Source: an optimization exercise on an open RTL-to-GDS flow (aim: small area and a short achievable clock period). Production flows keep margins and buffers that such runs may drop. Function was checked by simulation only, so behaviour that the tests miss may differ from the original.

## flow/design.v

```verilog
module advanced_hybrid_controller_fixed (
    input wire clk,
    input wire rst_n,
    input wire start,
    output reg done,
    output reg tile_start,
    input wire tile_done,
    output reg imc_mode,
    output wire simultaneous_rows,
    output wire [63:0] row_mask,
    input wire [15:0] zero_ops_skipped,
    input wire [15:0] total_ops_executed,
    input wire [15:0] imc_energy_savings,
    input wire [7:0] computation_snr,
    output reg dram_cmd_valid,
    output wire [1:0] dram_cmd_type,
    output wire [15:0] dram_cmd_addr,
    output wire [15:0] dram_write_data,
    output wire dram_accumulate_en,
    output wire [3:0] dram_bank_activate,
    output wire dram_simultaneous_access,
    output reg [1:0] precision_mode,
    output wire sparsity_optimize_en,
    output reg adaptive_imc_en,
    output wire [7:0] system_efficiency,
    output reg [15:0] total_energy_saved,
    output reg snr_too_low
);
    localparam SNR_THRESHOLD_LOW = 40;
    localparam SNR_THRESHOLD_HIGH = 80;
    localparam [2:0] S_IDLE    = 3'b000,
                     S_LOAD    = 3'b001,
                     S_ANALYZE = 3'b011,
                     S_COMPUTE = 3'b010,
                     S_STORE   = 3'b110,
                     S_ADAPT   = 3'b111,
                     S_DONE    = 3'b101;
    reg [2:0] state;
    reg [3:0] cycle_count;
    reg [15:0] total_skipped;
    reg [15:0] total_executed;
    reg [6:0] average_snr;       
    reg start_prev;
    reg rows_hi, rows_lo;
    reg cmd_type0, bank_act, acc_en;
    reg [6:0] eff;
    assign simultaneous_rows = rows_hi;
    assign row_mask = {{32{rows_hi}}, {32{rows_lo}}};
    assign dram_cmd_type = {1'b0, cmd_type0};
    assign dram_cmd_addr = 16'd0;
    assign dram_write_data = 16'd0;
    assign dram_accumulate_en = acc_en;
    assign dram_simultaneous_access = acc_en;
    assign dram_bank_activate = {4{bank_act}};
    assign sparsity_optimize_en = 1'b1;
    assign system_efficiency = {1'b0, eff};
    wire in_analyze = (state == S_ANALYZE);
    wire [15:0] div_a = in_analyze ? total_skipped : zero_ops_skipped;
    wire [15:0] div_b = in_analyze ? total_executed : total_ops_executed;
    wire div_nz = (|div_a) | (|div_b);
    wire [16:0] div_d = {1'b0, div_a} + {1'b0, div_b};
    wire [23:0] div_n = {8'd0, div_a} * 24'd100;
    reg [23:0] rem;
    reg [6:0] q;
    reg [18:0] diff;
    integer i;
    always @* begin
        rem = div_n;
        for (i = 6; i >= 0; i = i - 1) begin
            diff = {1'b0, rem[i +: 18]} - {2'b00, div_d};
            q[i] = ~diff[18];
            if (~diff[18]) rem[i +: 18] = diff[17:0];
        end
    end
    wire ratio_gt60 = div_nz & (q > 7'd60);
    wire ratio_gt30 = div_nz & (q > 7'd30);
    wire [7:0] snr_sum = {1'b0, average_snr} + computation_snr;
    always @(posedge clk or negedge rst_n) begin
        if (!rst_n) begin
            state <= S_IDLE;
            done <= 0;
            precision_mode <= 2'b10;
            adaptive_imc_en <= 1;
            total_energy_saved <= 0;
            eff <= 0;
            cycle_count <= 0;
            total_skipped <= 0;
            total_executed <= 0;
            average_snr <= 100;
            snr_too_low <= 0;
            start_prev <= 0;
            tile_start <= 0;
            imc_mode <= 0;
            rows_hi <= 0;
            rows_lo <= 0;
            dram_cmd_valid <= 0;
            cmd_type0 <= 0;
            bank_act <= 0;
            acc_en <= 0;
        end else begin
            start_prev <= start;
            tile_start <= 0;
            dram_cmd_valid <= 0;
            done <= 0;
            case (state)
                S_IDLE: begin
                    cycle_count <= 0;
                    total_skipped <= 0;
                    total_executed <= 0;
                    average_snr <= 100;
                    if (start) state <= S_LOAD;
                end
                S_LOAD: begin
                    dram_cmd_valid <= 1;
                    cmd_type0 <= 0;
                    bank_act <= 1;
                    state <= S_ANALYZE;
                end
                S_ANALYZE: begin
                    if (adaptive_imc_en) begin
                        if (ratio_gt60 && average_snr > SNR_THRESHOLD_LOW) begin
                            imc_mode <= 1;
                            rows_hi <= 1;
                            rows_lo <= 1;
                        end else if (ratio_gt30 && average_snr > SNR_THRESHOLD_HIGH) begin
                            imc_mode <= 1;
                            rows_hi <= 0;
                            rows_lo <= 1;
                        end else begin
                            imc_mode <= 0;
                        end
                    end else begin
                        imc_mode <= 1;
                    end
                    tile_start <= 1;
                    state <= S_COMPUTE;
                end
                S_COMPUTE: begin
                    if (tile_done) begin
                        total_skipped <= total_skipped + zero_ops_skipped;
                        total_executed <= total_executed + total_ops_executed;
                        if (imc_mode) begin
                            total_energy_saved <= total_energy_saved + imc_energy_savings;
                            average_snr <= snr_sum[7:1];
                            snr_too_low <= (computation_snr < SNR_THRESHOLD_LOW);
                        end
                        if (div_nz) eff <= q;
                        state <= S_STORE;
                    end
                end
                S_STORE: begin
                    dram_cmd_valid <= 1;
                    cmd_type0 <= 1;
                    acc_en <= 1;
                    bank_act <= 1;
                    state <= S_ADAPT;
                end
                S_ADAPT: begin
                    if (snr_too_low) begin
                        if (precision_mode != 0)
                            precision_mode <= precision_mode - 1;
                        else
                            adaptive_imc_en <= 0;
                    end
                    if (cycle_count > 10) state <= S_DONE;
                    else state <= S_ANALYZE;
                    cycle_count <= cycle_count + 1;
                end
                S_DONE: begin
                    if (!start && start_prev) state <= S_IDLE;
                    else done <= 1;
                end
                default: state <= S_IDLE;
            endcase
        end
    end
endmodule
```

## flow/run.sh

```bash
#!/bin/bash
# synth_recipe.tcl (not shown) runs the flow's synth.tcl, then flattens the netlist and writes it again
# the make line also repeats each setting of config.mk as NAME=value (left out here)
make -C /OpenROAD-flow-scripts/flow DESIGN_CONFIG=/design/flow/config.mk WORK_HOME=/design/flow/orfs CLKGATE_MAP_FILE= SYNTH_SCRIPT=/design/flow/synth_recipe.tcl finish
```

## flow/config.mk

```make
export PLATFORM = sky130hd
export DESIGN_NAME = advanced_hybrid_controller_fixed
export DESIGN_NICKNAME = advanced_hybrid_controller_fixed
export VERILOG_FILES = /design/flow/design.v
export SDC_FILE = /design/flow/constraint.sdc
export NUM_CORES = 4
export LEC_CHECK = 0
export CAP_MARGIN = 20
export CORE_MARGIN = 2
export CORE_UTILIZATION = 40
export SLEW_MARGIN = 20
```

## flow/constraint.sdc

```tcl
create_clock -name core_clock -period 130.0 [get_ports {clk}]
set_input_delay 26.0000 -clock core_clock [delete_from_list [all_inputs] [get_ports {clk}]]
set_output_delay 26.0000 -clock core_clock [all_outputs]
set_load 0.01 [all_outputs]
```

==> results_dict.tcl, run 1 <==
set metrics [dict create \
    synthArstFlopShare_pct 100.0 \
    firstDrtPassIters 5 \
    netlist_top_cells_area "ha_1 (19%), dfrtp_1 (13%), xnor2_1 (5.9%), buf_4 (5.1%), mux2_2 (4.6%)" \
    dp_hpwl_um 33740 \
    crit_fanout 30 \
    place_area_um2 17060 \
    antenna_found_initial 1 \
    start_util_pct 40.31 \
    numCtsBuffers 9 \
    syn_to_final_growth_pct 12.14 \
    synthCells 1890 \
    syn_area_um2 15470 \
    cp.required_ns 130.22 \
    clock_path_buffers 2 \
    final_cell_area_um2 17350 \
    cpMostUsedCell "a21oi_1" \
    fp.dieH_um 200.7 \
    hold_viol_final 0 \
    ios 198 \
    wl_per_cell_um 16.79 \
    ys_ff_latch 83 \
    diodes 0 \
    drtIter0Drc 691 \
    vias_per_cell 5.452 \
    place_ws_ns 82.19 \
    syn_avg_cell_area_um2 8.186 \
    finClkSkew_ns 0.008880 \
    core_um2 38380 \
    antenna_left 0 \
    rsz0062_at_grt "false" \
    place.port_buffers 162 \
    critPathArrivalTime_ns 47.88 \
    netlist-cell-type-count 91 \
    worstHoldPathType "flip-flop to flip-flop" \
    cp_slowest_cell "mux2i_4" \
    fin_util_pct 45.21 \
    cpPeakStageDelay_ns 0.74 \
    num_vias 13620 \
    worstSetupEndpointType "flip-flop" \
    wirelength_um 41930 \
    htreeDepth 3 \
    relSlewSlack_pct 19.48 \
    drv_slew 0 \
    post-route-period-util_pct 36.67 \
    cp-start-kind "input port" \
    grt_pass1_vias 13067 \
    synth_top_area_share_pct 19.33 \
    setup_ws_ns 82.33 \
    worst_slew_pin_slew_ns 1.208 \
    place.gp.congestion 0.8925 \
    nets 2294 \
    yosysSeqAreaShare_pct 13.47 \
    overflow 0 \
    fp.dieW_um 200.7 \
    fmax_ghz 0.02098 \
    cts_setup_buffers 0 \
    drc 0 \
    clk-insertion-delay-late_ns 0.34 \
    grt_max_degree 71 \
    grt_pass1_wl_um 67810 \
    yosysTopAreaCell "ha_1" \
    cts_tree "built" \
    tns_ns 0 \
    fin_crit_ns 47.67 \
    setup-violations-final 0 \
    path_clk_slew_ns 0.06 \
    postCtsHoldBufs 0 \
    clkSinkCount 83 \
    synth_edf_count 0 \
    crit_type "input port to flip-flop" \
    rows 72 \
    grt_usage_pct 20.43 \
    drive_gt1_share_pct 7.828 \
    die_area_um2 40270 \
    cap_viol_max_count 0 \
    cts_root_buf "clkbuf_16" \
    synth_flop_cell "dfrtp_1" \
    yosysWarnings 1 \
    status "finished clean" \
    cts_resized 0 \
    fillers 3825 \
]
[routing by layer]
metal  vias to the layer above  wire, um  global-route usage (%)  part of all wire (%)
met5                         -        13                       0                 0.031
met4                         2       777                   5.000                   1.9
met3                        46      1824                   2.662                   4.3
met2                       261     19470                   35.11                    46
met1                      6417     19850                   27.11                    47
li1                       6894         -                       -                     -
[synthesized netlist by cell type (all sizes together), types with 10 or more instances]
master	n
nand2b	18
a21oi	142
buf	120
nor3	39
mux2i	41
and2	10
xor2	38
dfrtp	78
and3	11
o21a	30
inv	123
fa	20
nor2	126
nand4	10
xnor2	105
a211oi	24
o21bai	23
a21boi	12
nor4	10
o31ai	16
o211ai	18
or2	11
nand2	154
nor3b	14
ha	239
mux2	75
clkbuf	21
nand3	22
a21o	61
a31oi	22
nor2b	19
o21ai	123
[state kept, by name, indices dropped and copies added, names as in the netlist]
signal,count
bank_act,1
precision_mode,2
total_energy_saved,16
acc_en,1
rows_hi,1
dram_cmd_valid,1
cycle_count,4
imc_mode,1
total_skipped,16
state,3
total_executed,16
eff,7
tile_start,1
adaptive_imc_en,1
snr_too_low,1
cmd_type0,1
done,1
rows_lo,1
start_prev,1
average_snr,7
[final cells by class]
cell class	count	area (um2)	share of cell area [%]
multi-input cells	1576	12100	69.72
flip-flops and latches	83	2083	12.01
repair buffers	182	1769	10.20
well taps	518	648.1	3.736
inverters	123	461.7	2.661
clock buffers	13	250.2	1.442
clock inverters	3	40.04	0.2308
[placed cells by master (no fill, tap or decap), drive strengths merged, types with 24 or more instances in the layout]
cell type / instances
ha: 239
a21o: 61
dfrtp: 78
a21oi: 142
o21a: 30
conb: 35
mux2i: 41
nor2: 126
clkdlybuf4s50: 161
a211oi: 24
o21ai: 123
nand2: 154
xnor2: 105
nor3: 39
inv: 123
xor2: 38
mux2: 75
[worst max-delay path: cells and delay by family]
family / cells / cell delay [ns]
simple gates: 13 / 3.39
fa+ha+maj: 9 / 3.19
mux: 7 / 2.40
buf+inv: 7 / 1.93
compound gates: 48 / 10.53
xor+xnor: 2 / 0.35
[stage by stage]
stage / hold slack (ns) / std cells
after floorplan: 0.4591 / 1923
after global placement: 0.4749 / 2482
after detailed placement: 0.4690 / 2482
after CTS: 0.4867 / 2498
after global routing: 0.5188 / 2498
final: 0.4872 / 2498
[path summary, 6_finish.rpt]
path,end,from,slack [ns],cells past startpoint
max reg2reg,rows_lo,state[2],107.08,87
min in group asynchronous,total_skipped[6],rst_n,25.51,1
max in group asynchronous,total_energy_saved[8],rst_n,103.32,2
max,rows_lo,zero_ops_skipped[1],82.33,86
min reg2reg,total_energy_saved[15],total_energy_saved[15],0.49,1
min,total_energy_saved[15],total_energy_saved[15],0.49,1
[cell families (layout without fill, tap and decap cells)]
family | Yosys count | after routing | share of synthesized area, %
AO/OA/AOI/OAI | 548 | 548 | 23.63
AND/OR/NAND/NOR | 469 | 469 | 14.54
adder cells (fa/ha/maj) | 265 | 265 | 22.30
buffers and inverters | 264 | 321 | 9.276
XOR/XNOR | 143 | 143 | 8.217
multiplexers | 116 | 116 | 8.516
flip-flops | 83 | 83 | 13.47
other | 2 | 35 | 0.04854
==> inputs of run 2 (changes only) <==
--- a/flow/config.mk
+++ b/flow/config.mk
@@ -6,6 +6,7 @@
 export NUM_CORES = 4
 export LEC_CHECK = 0
+export ABC_AREA = 1
 export CAP_MARGIN = 20
 export CORE_MARGIN = 2
-export CORE_UTILIZATION = 40
+export CORE_UTILIZATION = 65
 export SLEW_MARGIN = 20
==> run 2 against run 1 <==
Against the previous run:
- still clean
- sequential cell count unchanged
- die area down 38%
- global-route usage rose by 13 points
- synthesized cell count up 24%
- register-to-register slack gained 3.3 ns
- hold slack worse by 0.017 ns
- sequential share of layout area grew 0.23 points
- cell count is 9.6% higher
- critical endpoint is now rows_hi
- largest cell class unchanged
==> results_dict.tcl, run 2 <==
set metrics [dict create \
    tns_ns 0 \
    clk-insertion-delay-late_ns 0.35 \
    cts_tree "built" \
    cpMostUsedCell "nand2_1" \
    fmax_ghz 0.02259 \
    worstSetupEndpointType "flip-flop" \
    drive_gt1_share_pct 5.128 \
    yosys-top-cells-count "nand2_1 (563), inv_1 (341), ha_1 (239)" \
    cpPeakStageDelay_ns 0.49 \
    post-route-period-util_pct 34.05 \
    postCtsHoldBufs 0 \
    critPathArrivalTime_ns 44.55 \
    antenna_left 0 \
    place_area_um2 16670 \
    wirelength_um 42940 \
    rows 56 \
    synth_xor_area_share_pct 6.792 \
    netlist-cell-type-count 59 \
    path_clk_slew_ns 0.07 \
    grt_usage_pct 33.80 \
    nets 2732 \
    finClkSkew_ns 0.009133 \
    ys_ff_latch 83 \
    place.port_buffers 162 \
    synth_edf_count 0 \
    core_um2 23330 \
    crit_fanout 30 \
    synth_top_area_share_pct 19.49 \
    fp.dieH_um 157.7 \
    yosysTopAreaCell "ha_1" \
    status "finished clean" \
    cts_root_buf "clkbuf_16" \
    crit_type "input port to flip-flop" \
    ios 198 \
    dp.cells 2720 \
    crit_buf_inv 14 \
    cp_slowest_cell "fa_1" \
    final_cell_mix "nand2_1 (563), inv_1 (341), ha_1 (239)" \
    reg.largest.list "total_energy_saved x16, total_executed x16, total_skipped x16" \
    grt_pass1_vias 14136 \
    synthArstFlopShare_pct 100.0 \
    synthMuxAreaShare_pct 0.06523 \
    stdcell_count 2737 \
    yosysMostFrequentCell "nand2_1" \
    final_cell_area_um2 17020 \
    die_area_um2 24850 \
    cts_setup_buffers 0 \
    netlist_top_cells_area "ha_1 (19%), nand2_1 (14%), dfrtp_1 (13%), inv_1 (8.3%), o21ai_0 (6.4%)" \
    regToRegSetupSlack_ns 110.35 \
    syn_avg_cell_area_um2 6.572 \
    relSlewSlack_pct 27.52 \
    worst_slew_pin_slew_ns 1.082 \
    r2r_start "state[2]" \
    start_util_pct 65.77 \
    yosysWarnings 1 \
    synth_top_family_by_area "simple AND/OR/NAND/NOR gates" \
    layout.cells.most_common "nand2_1" \
    vias_per_cell 5.552 \
    fin_crit_ns 44.27 \
    cp-start-kind "input port" \
    num_vias 15196 \
    ff2ff_path_depth 110 \
    drv_slew 0 \
    grt_max_degree 75 \
    worstReg2RegEnd "rows_hi" \
    drtIter0Drc 1312 \
    min_to "total_energy_saved[15]" \
    whs_path_depth 1 \
    firstDrtPassIters 6 \
    cap_viol_max_count 0 \
    antenna_found_initial 0 \
    dp_hpwl_um 34210 \
    syn_to_final_growth_pct 10.92 \
    synth_flop_cell "dfrtp_1" \
    min-delay-start "total_energy_saved[15]" \
    post_synth_fa_ha_maj_area_fraction_pct 22.10 \
    numCtsBuffers 9 \
    drc 0 \
    diodes 0 \
    rsz0062_at_grt "false" \
    synthCells 2335 \
    clock_path_buffers 2 \
    synthSimpleGateAreaFrac_pct 26.20 \
    syn_area_um2 15350 \
    wl_per_cell_um 15.69 \
    grt_pass1_wl_um 67450 \
    cp.required_ns 130.28 \
    overflow 0 \
    critPathTopFamily "simple AND/OR/NAND/NOR gates" \
    place.gp.congestion 0.9643 \
    clkSinkCount 83 \
    cts_resized 0 \
    worstHoldPathType "flip-flop to flip-flop" \
    synth_compound_area_share_pct 16.26 \
    fp.dieW_um 157.7 \
    yosysSeqAreaShare_pct 13.58 \
    setup-violations-final 0 \
    hold_viol_final 0 \
    htreeDepth 3 \
]
run 2: kinds of logic after synthesis:
logic type | Yosys count
and+or+nand+nor | 925
buffers and inverters | 497
AOI/OAI and AO/OA | 449
adders and majority gates | 259
xor gates and xnor gates | 119
DFF | 83
other | 2
muxes | 1
run 2: layout make-up:
cell class                 count  area (um2)
clock buffer                  11       252.7
clock inverter                 5       61.31
fill                        2049        6311
inverter                     356        1339
multi-input combinational   1788       11150
sequential                    83        2083
tap                          319       399.1
timing repair buffer         175        1737
run 2: worst max-delay path by stage:
stage	start	end	slack (ns)	cells after the start
after floorplan	zero_ops_skipped[8]	rows_hi	88.58	116
after global routing	zero_ops_skipped[1]	rows_hi	83.89	112
after detailed placement	zero_ops_skipped[6]	rows_hi	85.73	108
after CTS	zero_ops_skipped[6]	rows_hi	86.00	108
after global placement	zero_ops_skipped[7]	rows_hi	86.26	106
final	zero_ops_skipped[6]	rows_hi	85.73	108
run 2: routing by layer:
layer / vias to the layer above / share of wire [%] / track usage [%]
li1: 7664 / - / -
met1: 6912 / 43 / 42.81
met2: 517 / 46 / 57.66
met3: 103 / 6.7 / 4.736
met4: 0 / 4.1 / 14.11
met5: - / 0 / 0
run 2: per-stage QoR:
stage	setup WS (ns)	utilization, %	hold slack [ns]
6_report	85.73	72.95	0.4700
5_1_grt	83.89	72.95	0.4796
4_1_cts	86.00	72.80	0.4683
3_5_place_dp	85.73	71.46	0.4552
3_3_place_gp	86.26	71.46	0.4406
2_1_floorplan	88.58	-	0.4431
run 2: worst register-to-register path: cells and delay by family, from the launching register on:
| family | cells | cell delay, ns |
|---|---|---|
| xor+xnor | 1 | 0.36 |
| compound gates | 27 | 5.07 |
| fa+ha+maj | 11 | 4.01 |
| flops | 1 | 0.48 |
| simple gates | 56 | 6.69 |
| buf+inv | 15 | 2.97 |

## static timing again, ports no longer ideal
The results above use ideal ports. As a check the final layouts listed here were re-extracted and re-timed, cells and wires unchanged.
Step 1, drivers: a clkbuf_16 drives clk and a buf_2 each remaining input, both assumed.
Step 2, shift: input delay + t, output delay - t, t = (earliest + latest rising clock arrival at the registers) / 2. This alone moves slack from input paths to output paths.
Slacks: ideal / step 1 / step 2; pairs: ideal / step 1.
run | t (ns) | setup slack, ns | worst setup path at the end | slew at the worst register clock pin (ns) | worst slew at a driven data input, ns
run 1 | 0.381 | 82.334 / 82.341 / 81.960 | input to register | 0.06 / 0.06 | 0.07
run 2 | 0.385 | 85.730 / 85.753 / 85.368 | input to register | 0.07 / 0.07 | 0.06
After both steps setup and hold are still met in every run listed. For run 1, which loses most, drivers alone change the setup slack by +0.007 ns; drivers and shift together by -0.374 ns.
